From an optimization exercise on the open Yosys and OpenROAD flow, aimed at a short achievable clock period and few clock cycles; shortcuts taken in it are not production practice. Only the layout flow was run in this run; the RTL was not checked for function there. Power and IR drop assume default switching activity.

===== design/flow/run.sh =====
#!/bin/bash
# synth_recipe.tcl (not shown) runs the flow's synth.tcl, then flattens the netlist and writes it again
# the make line also repeats each setting of config.mk as NAME=value (left out here)
make -C /OpenROAD-flow-scripts/flow DESIGN_CONFIG=/design/flow/config.mk WORK_HOME=/design/flow/orfs CLKGATE_MAP_FILE= SYNTH_SCRIPT=/design/flow/synth_recipe.tcl finish

===== design/flow/design.v =====
`timescale 1ns / 1ps
 `timescale 1ns / 1ps
module if_stage(
  input  wire [63 : 0] fp,
  input  wire [63 : 0] rdata,
  output wire [31 : 0] inst,
  output wire          pred,
  output wire [15 : 0] tgt
);
  wire [31 : 0] lo = rdata[31 : 0];
  wire [31 : 0] hi = rdata[63 : 32];
  function [15 : 0] joff(input [31 : 0] i);
    joff = {i[15 : 12], i[20], i[30 : 21], 1'b0};
  endfunction
  function [15 : 0] boff(input [31 : 0] i);
    boff = {{4{i[31]}}, i[7], i[30 : 25], i[11 : 8], 1'b0};
  endfunction
  wire [15 : 0] tj_lo = fp[15 : 0] + joff(lo);
  wire [15 : 0] tb_lo = fp[15 : 0] + boff(lo);
  wire [15 : 0] tj_hi = fp[15 : 0] + joff(hi);
  wire [15 : 0] tb_hi = fp[15 : 0] + boff(hi);
  wire pj_lo = (lo[6 : 0] == 7'b1101111);
  wire pb_lo = (lo[6 : 0] == 7'b1100011) & lo[31];
  wire pj_hi = (hi[6 : 0] == 7'b1101111);
  wire pb_hi = (hi[6 : 0] == 7'b1100011) & hi[31];
  assign inst = fp[2] ? hi : lo;
  assign pred = fp[2] ? (pj_hi | pb_hi) : (pj_lo | pb_lo);
  assign tgt  = fp[2] ? (hi[3] ? tj_hi : tb_hi) : (lo[3] ? tj_lo : tb_lo);
endmodule
 `timescale 1ns / 1ps
module id_stage(
  input  wire [31 : 0] inst,
  output wire [4 : 0]  rs1,
  output wire [4 : 0]  rs2,
  output wire [4 : 0]  rd,
  output wire          uses_rs1,
  output wire          uses_rs2,
  output wire          b_is_rs2,    
  output wire [63 : 0] imm,         
  output wire [63 : 0] pcimm,       
  output wire          is_lui,
  output wire          is_auipc,
  output wire          is_jal,
  output wire          is_jalr,
  output wire          is_branch,
  output wire          is_load,
  output wire          is_store,
  output wire          wen,         
  output wire          sub,
  output wire          sel_add,
  output wire          sel_slt,
  output wire          sel_sltu,
  output wire          sel_and,
  output wire          sel_or,
  output wire          sel_xor,
  output wire          sel_sll,
  output wire          sel_sr,
  output wire          sra,
  output wire          word,
  output wire          sel_early
);
  wire [6 : 0] op = inst[6 : 0];
  wire [2 : 0] f3 = inst[14 : 12];
  assign rs1 = inst[19 : 15];
  assign rs2 = inst[24 : 20];
  assign rd  = inst[11 : 7];
  assign is_lui    = (op == 7'b0110111);
  assign is_auipc  = (op == 7'b0010111);
  assign is_jal    = (op == 7'b1101111);
  assign is_jalr   = (op == 7'b1100111);
  assign is_branch = (op == 7'b1100011);
  assign is_load   = (op == 7'b0000011);
  assign is_store  = (op == 7'b0100011);
  wire is_opimm    = (op == 7'b0010011);
  wire is_opimm32  = (op == 7'b0011011);
  wire is_op       = (op == 7'b0110011);
  wire is_op32     = (op == 7'b0111011);
  wire alu_r = is_op | is_op32;
  wire alu_i = is_opimm | is_opimm32;
  wire alu   = alu_r | alu_i;
  assign uses_rs1 = ~(is_lui | is_auipc | is_jal);
  assign uses_rs2 = alu_r | is_branch | is_store;
  assign b_is_rs2 = alu_r | is_branch;
  assign wen      = ~(is_branch | is_store);
  wire [63 : 0] imm_i = {{52{inst[31]}}, inst[31 : 20]};
  wire [63 : 0] imm_s = {{52{inst[31]}}, inst[31 : 25], inst[11 : 7]};
  wire [63 : 0] imm_b = {{52{inst[31]}}, inst[7], inst[30 : 25], inst[11 : 8], 1'b0};
  wire [63 : 0] imm_j = {{44{inst[31]}}, inst[19 : 12], inst[20], inst[30 : 21], 1'b0};
  wire [63 : 0] imm_u = {{32{inst[31]}}, inst[31 : 12], 12'b0};
  assign imm   = is_store ? imm_s : imm_i;
  assign pcimm = is_branch ? imm_b : is_jal ? imm_j : imm_u;
  assign word      = is_op32 | is_opimm32;
  assign sub       = is_op & inst[30] & (f3 == 3'b000) | is_op32 & inst[30] & (f3 == 3'b000);
  assign sel_add   = (alu & (f3 == 3'b000)) | is_load | is_store;
  assign sel_slt   = alu & (f3 == 3'b010);
  assign sel_sltu  = alu & (f3 == 3'b011);
  assign sel_xor   = alu & (f3 == 3'b100);
  assign sel_or    = alu & (f3 == 3'b110);
  assign sel_and   = alu & (f3 == 3'b111);
  assign sel_sll   = alu & (f3 == 3'b001);
  assign sel_sr    = alu & (f3 == 3'b101);
  assign sra       = inst[30];
  assign sel_early = is_lui | is_auipc | is_jal | is_jalr;
endmodule
 `timescale 1ns / 1ps
module exe_stage(
  input  wire [63 : 0] a,           
  input  wire [63 : 0] b,           
  input  wire            sub,         
  input  wire            sel_add,
  input  wire            sel_slt,
  input  wire            sel_sltu,
  input  wire            sel_and,
  input  wire            sel_or,
  input  wire            sel_xor,
  input  wire            sel_sll,
  input  wire            sel_sr,
  input  wire            sra,         
  input  wire            word,        
  input  wire            sel_early,   
  input  wire [63 : 0] early,
  input  wire [2 : 0]    f3,          
  output wire [63 : 0] sum,         
  output wire [63 : 0] result,
  output wire            taken
);
  wire [63 : 0] addsub = sub ? (a - b) : (a + b);
  assign sum = a + b;
  wire eq  = (a == b);
  wire ltu = (a < b);
  wire lt  = ($signed(a) < $signed(b));
  wire [5 : 0]    shamt = word ? {1'b0, b[4 : 0]} : b[5 : 0];
  wire [63 : 0] sa    = word ? {{32{sra & a[31]}}, a[31 : 0]} : a;
  wire [64 : 0]   sr65  = $signed({sra & sa[63], sa}) >>> shamt;
  wire [63 : 0] srv   = sr65[63 : 0];
  wire [63 : 0] slv   = a << shamt;
  wire [63 : 0] r =
      ({64{sel_add}}   & addsub)
    | ({64{sel_slt}}   & {63'd0, lt})
    | ({64{sel_sltu}}  & {63'd0, ltu})
    | ({64{sel_and}}   & (a & b))
    | ({64{sel_or}}    & (a | b))
    | ({64{sel_xor}}   & (a ^ b))
    | ({64{sel_sll}}   & slv)
    | ({64{sel_sr}}    & srv)
    | ({64{sel_early}} & early);
  assign result = word ? {{32{r[31]}}, r[31 : 0]} : r;
  reg t;
  always @(*) begin
    case (f3)
      3'b000:  t = eq;
      3'b001:  t = ~eq;
      3'b100:  t = lt;
      3'b101:  t = ~lt;
      3'b110:  t = ltu;
      3'b111:  t = ~ltu;
      default: t = 1'b0;
    endcase
  end
  assign taken = t;
endmodule
 `timescale 1ns / 1ps
module regfile(
  input  wire            clk,
  input  wire            rst,
  input  wire [4 : 0]    w_addr,
  input  wire [63 : 0] w_data,
  input  wire            w_ena,
  input  wire [4 : 0]    r_addr1,
  output wire [63 : 0] r_data1,
  input  wire [4 : 0]    r_addr2,
  output wire [63 : 0] r_data2
);
  reg [63 : 0] regs [0 : 31];
  integer i;
  always @(posedge clk) begin
    if (rst) begin
      for (i = 0; i < 32; i = i + 1) regs[i] <= 64'h00000000_00000000;
    end else if (w_ena && (w_addr != 5'd0)) begin
      regs[w_addr] <= w_data;
    end
  end
  assign r_data1 = (r_addr1 == 5'd0) ? 64'h00000000_00000000 : regs[r_addr1];
  assign r_data2 = (r_addr2 == 5'd0) ? 64'h00000000_00000000 : regs[r_addr2];
endmodule
 `timescale 1ns / 1ps
module SimTop(
    input         clock,
    input         reset,
    output [63:0] imem_addr,
    input  [63:0] imem_rdata,
    output [63:0] dmem_addr,
    input  [63:0] dmem_rdata,
    output        dmem_wen,
    output [63:0] dmem_wdata,
    output [63:0] dmem_wmask,
    output        commit_valid,
    output [63:0] commit_pc,
    output [31:0] commit_inst,
    output        commit_wen,
    output [4:0]  commit_wdest,
    output [63:0] commit_wdata
);
reg  [63:0] fp;                        
reg         d_valid;
reg  [31:0] d_ir;
reg         d_pred;
reg  [63:0] d_pc;                      
reg         x_valid;
reg  [63:0] x_pc;
reg  [31:0] x_ir;
reg  [4:0]  x_rd;
reg         x_wen, x_rfw;
reg         x_load, x_store, x_branch, x_jalr, x_pred;
reg  [2:0]  x_f3;
reg  [63:0] x_a, x_b, x_sd;
reg         x_fa_m, x_fa_w, x_fb_m, x_fb_w, x_fs_m, x_fs_w;
reg         x_sub, x_sel_add, x_sel_slt, x_sel_sltu, x_sel_and, x_sel_or, x_sel_xor;
reg         x_sel_sll, x_sel_sr, x_sra, x_word, x_sel_early;
reg  [63:0] x_early;
reg  [63:0] x_tgt;                     
reg  [63:0] x_pc4;                     
reg         m_valid;
reg  [63:0] m_pc;
reg  [31:0] m_ir;
reg  [4:0]  m_rd;
reg         m_wen, m_rfw, m_load;
reg  [2:0]  m_f3;
reg  [63:0] m_res;
reg         m_dwen;
reg  [63:0] m_wdata;
reg  [7:0]  m_bmask;
reg         w_valid;
reg  [63:0] w_pc;
reg  [31:0] w_ir;
reg  [4:0]  w_rd;
reg         w_wen, w_rfw;
reg  [63:0] w_data;
wire [31:0] f_inst;
wire        f_pred;
wire [15:0] f_tgt;
if_stage If_stage(
  .fp    (fp),
  .rdata (imem_rdata),
  .inst  (f_inst),
  .pred  (f_pred),
  .tgt   (f_tgt)
);
assign imem_addr = fp;
wire [4:0]  d_rs1, d_rs2, d_rd;
wire        d_uses_rs1, d_uses_rs2, d_b_is_rs2;
wire [63:0] d_imm, d_pcimm;
wire        d_is_lui, d_is_auipc, d_is_jal, d_is_jalr, d_is_branch, d_is_load, d_is_store, d_wen;
wire        d_sub, d_sel_add, d_sel_slt, d_sel_sltu, d_sel_and, d_sel_or, d_sel_xor;
wire        d_sel_sll, d_sel_sr, d_sra, d_word, d_sel_early;
id_stage Id_stage(
  .inst      (d_ir),
  .rs1       (d_rs1),
  .rs2       (d_rs2),
  .rd        (d_rd),
  .uses_rs1  (d_uses_rs1),
  .uses_rs2  (d_uses_rs2),
  .b_is_rs2  (d_b_is_rs2),
  .imm       (d_imm),
  .pcimm     (d_pcimm),
  .is_lui    (d_is_lui),
  .is_auipc  (d_is_auipc),
  .is_jal    (d_is_jal),
  .is_jalr   (d_is_jalr),
  .is_branch (d_is_branch),
  .is_load   (d_is_load),
  .is_store  (d_is_store),
  .wen       (d_wen),
  .sub       (d_sub),
  .sel_add   (d_sel_add),
  .sel_slt   (d_sel_slt),
  .sel_sltu  (d_sel_sltu),
  .sel_and   (d_sel_and),
  .sel_or    (d_sel_or),
  .sel_xor   (d_sel_xor),
  .sel_sll   (d_sel_sll),
  .sel_sr    (d_sel_sr),
  .sra       (d_sra),
  .word      (d_word),
  .sel_early (d_sel_early)
);
wire [63:0] rf_r1, rf_r2;
regfile Regfile(
  .clk     (clock),
  .rst     (reset),
  .w_addr  (w_rd),
  .w_data  (w_data),
  .w_ena   (w_valid & w_rfw),
  .r_addr1 (d_rs1),
  .r_data1 (rf_r1),
  .r_addr2 (d_rs2),
  .r_data2 (rf_r2)
);
wire w_hit1 = w_valid & w_rfw & (w_rd == d_rs1);
wire w_hit2 = w_valid & w_rfw & (w_rd == d_rs2);
wire [63:0] d_r1 = w_hit1 ? w_data : rf_r1;
wire [63:0] d_r2 = w_hit2 ? w_data : rf_r2;
wire x_hit1 = x_valid & x_rfw & (x_rd == d_rs1);
wire x_hit2 = x_valid & x_rfw & (x_rd == d_rs2);
wire m_hit1 = m_valid & m_rfw & (m_rd == d_rs1);
wire m_hit2 = m_valid & m_rfw & (m_rd == d_rs2);
wire stall = d_valid & x_valid & x_load &
             ((d_uses_rs1 & x_hit1) | (d_uses_rs2 & x_hit2));
wire [63:0] d_pcadd = d_pc + d_pcimm;
wire [63:0] d_pc4   = d_pc + 64'd4;
wire [63:0] d_npc   = d_pred ? d_pcadd : d_pc4;
wire [63:0] d_early = d_is_lui ? d_pcimm : d_is_auipc ? d_pcadd : d_pc4;
wire [63:0] x_av = x_fa_m ? m_res : x_fa_w ? w_data : x_a;
wire [63:0] x_bv = x_fb_m ? m_res : x_fb_w ? w_data : x_b;
wire [63:0] x_sv = x_fs_m ? m_res : x_fs_w ? w_data : x_sd;
wire [63:0] x_sum, x_result;
wire        x_taken;
exe_stage Exe_stage(
  .a         (x_av),
  .b         (x_bv),
  .sub       (x_sub),
  .sel_add   (x_sel_add),
  .sel_slt   (x_sel_slt),
  .sel_sltu  (x_sel_sltu),
  .sel_and   (x_sel_and),
  .sel_or    (x_sel_or),
  .sel_xor   (x_sel_xor),
  .sel_sll   (x_sel_sll),
  .sel_sr    (x_sel_sr),
  .sra       (x_sra),
  .word      (x_word),
  .sel_early (x_sel_early),
  .early     (x_early),
  .f3        (x_f3),
  .sum       (x_sum),
  .result    (x_result),
  .taken     (x_taken)
);
wire x_redirect = x_valid & (x_jalr | (x_branch & (x_taken != x_pred)));
wire [63:0] x_target = x_jalr ? {x_sum[63:1], 1'b0} : (x_taken ? x_tgt : x_pc4);
reg [63:0] x_wdata;
reg [7:0]  x_bmask;
always @(*) begin
  case (x_f3[1:0])
    2'b00:   begin x_wdata = {8{x_sv[7:0]}};  x_bmask = 8'b0000_0001 << x_sum[2:0]; end
    2'b01:   begin x_wdata = {4{x_sv[15:0]}}; x_bmask = 8'b0000_0011 << x_sum[2:0]; end
    2'b10:   begin x_wdata = {2{x_sv[31:0]}}; x_bmask = 8'b0000_1111 << x_sum[2:0]; end
    default: begin x_wdata = x_sv;            x_bmask = 8'b1111_1111; end
  endcase
end
assign dmem_addr  = m_res;
assign dmem_wen   = m_dwen;
assign dmem_wdata = m_wdata;
assign dmem_wmask = {{8{m_bmask[7]}}, {8{m_bmask[6]}}, {8{m_bmask[5]}}, {8{m_bmask[4]}},
                     {8{m_bmask[3]}}, {8{m_bmask[2]}}, {8{m_bmask[1]}}, {8{m_bmask[0]}}};
wire [63:0] m_sh = dmem_rdata >> {m_res[2:0], 3'b000};
reg  [63:0] m_ld;
always @(*) begin
  case (m_f3)
    3'b000:  m_ld = {{56{m_sh[7]}},  m_sh[7:0]};
    3'b001:  m_ld = {{48{m_sh[15]}}, m_sh[15:0]};
    3'b010:  m_ld = {{32{m_sh[31]}}, m_sh[31:0]};
    3'b100:  m_ld = {56'd0, m_sh[7:0]};
    3'b101:  m_ld = {48'd0, m_sh[15:0]};
    3'b110:  m_ld = {32'd0, m_sh[31:0]};
    default: m_ld = dmem_rdata;
  endcase
end
wire [63:0] m_data = m_load ? m_ld : m_res;
assign commit_valid = w_valid;
assign commit_pc    = w_pc;
assign commit_inst  = w_ir;
assign commit_wen   = w_wen;
assign commit_wdest = w_rd;
assign commit_wdata = w_data;
always @(posedge clock) begin
  if (reset) begin
    fp      <= 64'h00000000_80000000;
    d_valid <= 1'b0;
    d_pc    <= 64'h00000000_80000000;
    x_valid <= 1'b0;
    m_valid <= 1'b0;
    m_dwen  <= 1'b0;
    w_valid <= 1'b0;
  end else begin
    if (x_redirect)
      fp <= x_target;
    else if (!stall) begin
      if (f_pred) fp[15:0] <= f_tgt;
      else        fp <= fp + 64'd4;
    end
    if (x_redirect) begin
      d_valid <= 1'b0;
      d_pc    <= x_target;
    end else if (!stall) begin
      d_valid <= 1'b1;
      if (d_valid) d_pc <= d_npc;
    end
    x_valid <= d_valid & ~stall & ~x_redirect;
    m_valid <= x_valid;
    m_dwen  <= x_valid & x_store;
    w_valid <= m_valid;
  end
  if (!stall && !x_redirect) begin
    d_ir   <= f_inst;
    d_pred <= f_pred;
  end
  x_pc        <= d_pc;
  x_ir        <= d_ir;
  x_rd        <= d_rd;
  x_wen       <= d_wen;
  x_rfw       <= d_wen & (d_rd != 5'd0);
  x_load      <= d_is_load;
  x_store     <= d_is_store;
  x_branch    <= d_is_branch;
  x_jalr      <= d_is_jalr;
  x_pred      <= d_pred;
  x_f3        <= d_ir[14:12];
  x_a         <= d_r1;
  x_b         <= d_b_is_rs2 ? d_r2 : d_imm;
  x_sd        <= d_r2;
  x_fa_m      <= x_hit1;
  x_fa_w      <= m_hit1;
  x_fb_m      <= d_b_is_rs2 & x_hit2;
  x_fb_w      <= d_b_is_rs2 & m_hit2;
  x_fs_m      <= x_hit2;
  x_fs_w      <= m_hit2;
  x_sub       <= d_sub;
  x_sel_add   <= d_sel_add;
  x_sel_slt   <= d_sel_slt;
  x_sel_sltu  <= d_sel_sltu;
  x_sel_and   <= d_sel_and;
  x_sel_or    <= d_sel_or;
  x_sel_xor   <= d_sel_xor;
  x_sel_sll   <= d_sel_sll;
  x_sel_sr    <= d_sel_sr;
  x_sra       <= d_sra;
  x_word      <= d_word;
  x_sel_early <= d_sel_early;
  x_early     <= d_early;
  x_tgt       <= d_pcadd;
  x_pc4       <= d_pc4;
  m_pc    <= x_pc;
  m_ir    <= x_ir;
  m_rd    <= x_rd;
  m_wen   <= x_wen;
  m_rfw   <= x_rfw;
  m_load  <= x_load;
  m_f3    <= x_f3;
  m_res   <= x_result;
  m_wdata <= x_wdata;
  m_bmask <= x_bmask;
  w_pc   <= m_pc;
  w_ir   <= m_ir;
  w_rd   <= m_rd;
  w_wen  <= m_wen;
  w_rfw  <= m_rfw;
  w_data <= m_data;
end
endmodule

===== design/flow/config.mk =====
export PLATFORM = sky130hd
export DESIGN_NAME = SimTop
export DESIGN_NICKNAME = SimTop
export VERILOG_FILES = /design/flow/design.v
export SDC_FILE = /design/flow/constraint.sdc
export NUM_CORES = 8
export LEC_CHECK = 0
export CAP_MARGIN = 20
export CORE_MARGIN = 2
export CORE_UTILIZATION = 35
export SETUP_SLACK_MARGIN = 5
export SLEW_MARGIN = 20
export TNS_END_PERCENT = 0

===== design/flow/constraint.sdc =====
create_clock -name core_clock -period 15.5 [get_ports {clock}]
set_input_delay 3.1000 -clock core_clock [delete_from_list [all_inputs] [get_ports {clock}]]
set_output_delay 3.1000 -clock core_clock [all_outputs]
set_load 0.01 [all_outputs]

==> impl_results.md <==
* Die height at 706 um
* Combinational Power Share at 34.5%
* Synthesized cell area at 0.172 mm2
* Final Cycle Share at 53.4%
* First-pass GRT wire length at 1060000 um
* R2R Setup Slk at 7.23 ns
* Slew @ Worst Pin at 1.32 ns
* Clock buffer depth at 4
* Pint at 17.5 mW
* Required time of the critical path at 16.34 ns
* Pwr Total at 28.1 mW
* Rows at 257
* Crit-path most repeated cell: buf_4
* Post-Synthesis Cells at 14.3k
* RSZ-0062 raised after global routing: no
* Initial antenna violation count at 114
* Overflow after GRT at 0
* Commonest non-fill, non-tap cell in the layout: edfxtp_1
* Top FF cell, synth: edfxtp_1
* Delay-heaviest family, CP: simple AND/OR/NAND/NOR gates
* Vias after detailed routing at 132k
* WP buf/inv at 2
* Fmax at 121 MHz
* Setup Crit Path Kind: flip-flop to flip-flop
* Routed Antenna Nets at 0
* Clock skew at 0.136 ns
* Setup TNS at 0 ns
* Final Hold Fails at 0
* Status: finished clean
* Vias per cell at 6.24
* Post-synth EDFFs at 2081
* Sequential share of power at 36.2%
* H-tree Lvls at 5
* Violation count after the first detailed-routing iteration at 20.8k
* CTS tree: yes
* I/O pin cnt at 554
* CP max stage delay at 0.74 ns
* RePlAce Congestion at 1.04
* Slew HR at 11.4%
* Worst-Skew Late Latency at 1.06 ns
* Power share of the clock group at 29.3%
* LEAKAGE at 70.8 nW
* Final #Nets at 14.7k
* Slowest CP cell: dfxtp_4
* Arrival time at the worst endpoint at 9.11 ns
* Setup bufs post-CTS at 0
* Peak VDD IR at 0.000117 V
* Final setup vio count at 0
* Crit Path Max Fanout at 75
* Power Dens Cells at 143 mW/mm2
* Fin Hold WS at 0.275 ns
* Fin. max-slew vios at 0
* Seq/Total Area, Yosys at 48.4%
* Cts repair resizes at 0
* Reg clk slew, reported paths at 0.06 ns
* Number of global-route vias before repair at 125k
* Die width at 706 um
* HP Class: flip-flop to flip-flop
* Avg Inst Size Synth at 12.0 um2
* Most frequent cells in the layout: edfxtp_1 (2081), and2_1 (2015), mux4_2 (1298)
* Yosys reg bits at 3122
* WL final at 781000 um
* Post-layout minimum cycle time at 8.27 ns
* Core box area at 0.490 mm2
* CTS root buf: clkbuf_16
* Hold Buf Count CTS at 0
* Net Sw Frac at 37.9%
* Largest net degree at the start of global routing at 112
* Startpoint Class: flip-flop
* Critical path, cell by cell: buf_4, mux2_2, mux2i_1, ha_1, or4_4, or3_1, or4b_4, o41ai_2, and4_1, nor3_4, nor2b_1, or3_4, o21a_4, buf_4, o21ai_0, o22ai_1, nor2_1
* TritonRoute pass-1 iters at 9
* Crit path capture type: flip-flop
* GRT Overall Usage at 30.3%
* Layout cells sized above 1 at 17.6%
* Net switching power figure at 10.7 mW
* Initial Util at 35.2%
* # port buffers at 553
* DP HPWL at 523000 um
* # DRC at 0
* Ys async rst share at 0%
* Clk sinks at 3122
* Post-synthesis cell type count at 104
* Die ar. at 0.498 mm2
* Max-cap violations at 0
* Area Overhead vs Synth at 13.8%
* Total clock buffers created by CTS at 344
* Yosys warns at 4
* Wire per inst at 37.0 um
## synth_stat cells (all sizes together) (19+ instances only)
cell | count | area (um2)
nand2b | 38 | 238
mux2 | 135 | 1520
nand2 | 961 | 3610
edfxtp | 2081 | 62500
mux2i | 672 | 6730
xnor2 | 235 | 2060
o21a | 214 | 1610
nand3 | 122 | 616
and3 | 60 | 375
buf | 327 | 1570
a22oi | 37 | 278
o21bai | 59 | 443
a221o | 19 | 190
o2111ai | 27 | 236
inv | 290 | 1090
and2 | 2017 | 12600
o211ai | 154 | 1160
nor2 | 689 | 2590
o21ai | 673 | 3370
or3 | 26 | 168
xor2 | 73 | 639
a21oi | 660 | 3300
a31oi | 103 | 659
clkbuf | 1060 | 3980
ha | 277 | 3470
a21o | 94 | 706
a221oi | 51 | 453
dfxtp | 1041 | 20800
a211oi | 135 | 1040
o22ai | 78 | 488
nor2b | 36 | 225
nor4 | 35 | 225
nor3 | 105 | 548
o31ai | 46 | 345
nand4 | 78 | 494
mux4 | 1298 | 29200
## logic make-up after synthesis
kind of cell | synth area share (%)
buffers and inverters | 3.88
multiplexers | 21.8
AND/OR/NAND/NOR | 12.9
flip-flops | 48.4
other | 0.00218
XOR/XNOR | 1.57
AO/OA/AOI/OAI | 9.44
adder cells (fa/ha/maj) | 2.06
## sequential cells by signal, indices dropped and copies added, names as in the netlist, 4 cells and up, named ones only
name / cells
Regfile.regs: 2048
d_pc: 64
fp: 64
m_pc: 64
m_res: 64
m_wdata: 64
w_data: 64
w_pc: 64
x_a: 64
x_b: 64
x_early: 64
x_pc4: 64
x_sd: 64
x_tgt: 63
x_pc: 62
d_ir: 32
w_ir: 28
m_ir: 26
x_ir: 26
m_bmask: 8
m_rd: 4
w_rd: 4
x_rd: 4
## per-layer routing
| layer | part of all wire [%] | wire length, um | global-route usage, % | vias up |
|---|---|---|---|---|
| li1 | - | - | - | 53208 |
| met1 | 37 | 288000 | 39.0 | 66943 |
| met2 | 42 | 330000 | 44.0 | 9744 |
| met3 | 14 | 112000 | 11.5 | 1860 |
| met4 | 6.5 | 50800 | 16.4 | 82 |
| met5 | 0.073 | 569 | 0 | - |
## cell type report
class	instances	area [um2]
tap	6475	8100
timing repair buffer	976	8950
clock inverter	178	1660
clock buffer	448	9340
antenna	70	175
fill	46200	294000
inverter	302	1140
multi-input combinational	9562	83300
sequential	3122	83400
## power by group through the flow
stage	registers [mW]	clock network [mW]	logic [mW]
3_5_place_dp	10.3	0	9.30
5_1_grt	10.2	8.59	9.93
4_1_cts	10.2	8.29	9.34
3_3_place_gp	10.3	0	9.33
2_1_floorplan	10.1	0	5.50
6_report	10.2	8.26	9.70
## metrics by stage
stage | util (%) | cell area (um2) | instances | setup slack, ns
finish | 40.0 | 196000 | 21133 | 7.23
global route | 40.0 | 196000 | 21064 | 6.98
CTS | 40.0 | 196000 | 21063 | 7.45
detailed placement | 37.7 | 185000 | 20437 | 7.45
global placement | 37.7 | 185000 | 20435 | 7.42
floorplan | - | 173000 | 14373 | 6.71
## path summary, 6_finish.rpt
kind | endpoint | cells past startpoint | start
max | d_pc[4] | 17 | x_fa_w
min reg2reg | w_ir[3] | 0 | m_ir[3]
min | w_ir[3] | 0 | m_ir[3]
max reg2reg | d_pc[4] | 17 | x_fa_w

## afterwards: timing with drivers on the ports
How much do the figures lean on ideal ports? The routed layout below was timed once more, with nothing changed but the port constraints.
Step 1 assumes that a clkbuf_16 drives the clock port and a buf_2 every other input.
Step 2 moves the port delays by t, midway between the first and last clock arrival at a register: inputs arrive t later, outputs are due t later. That takes back most of the time a late clock gives input paths.
a / b / c = no drivers / after step 1 / after step 2; a / b = the first two.
t, ns: 1.118
setup slack, ns: 7.228 / 7.228 / 7.228
worst hold slack (ns): 0.275 / 0.275 / 0.275
worst setup path at the end: register to register
After both steps this run still meets setup and hold. For this run, drivers alone change the setup slack by 0.000 ns; drivers and shift together by 0.000 ns.
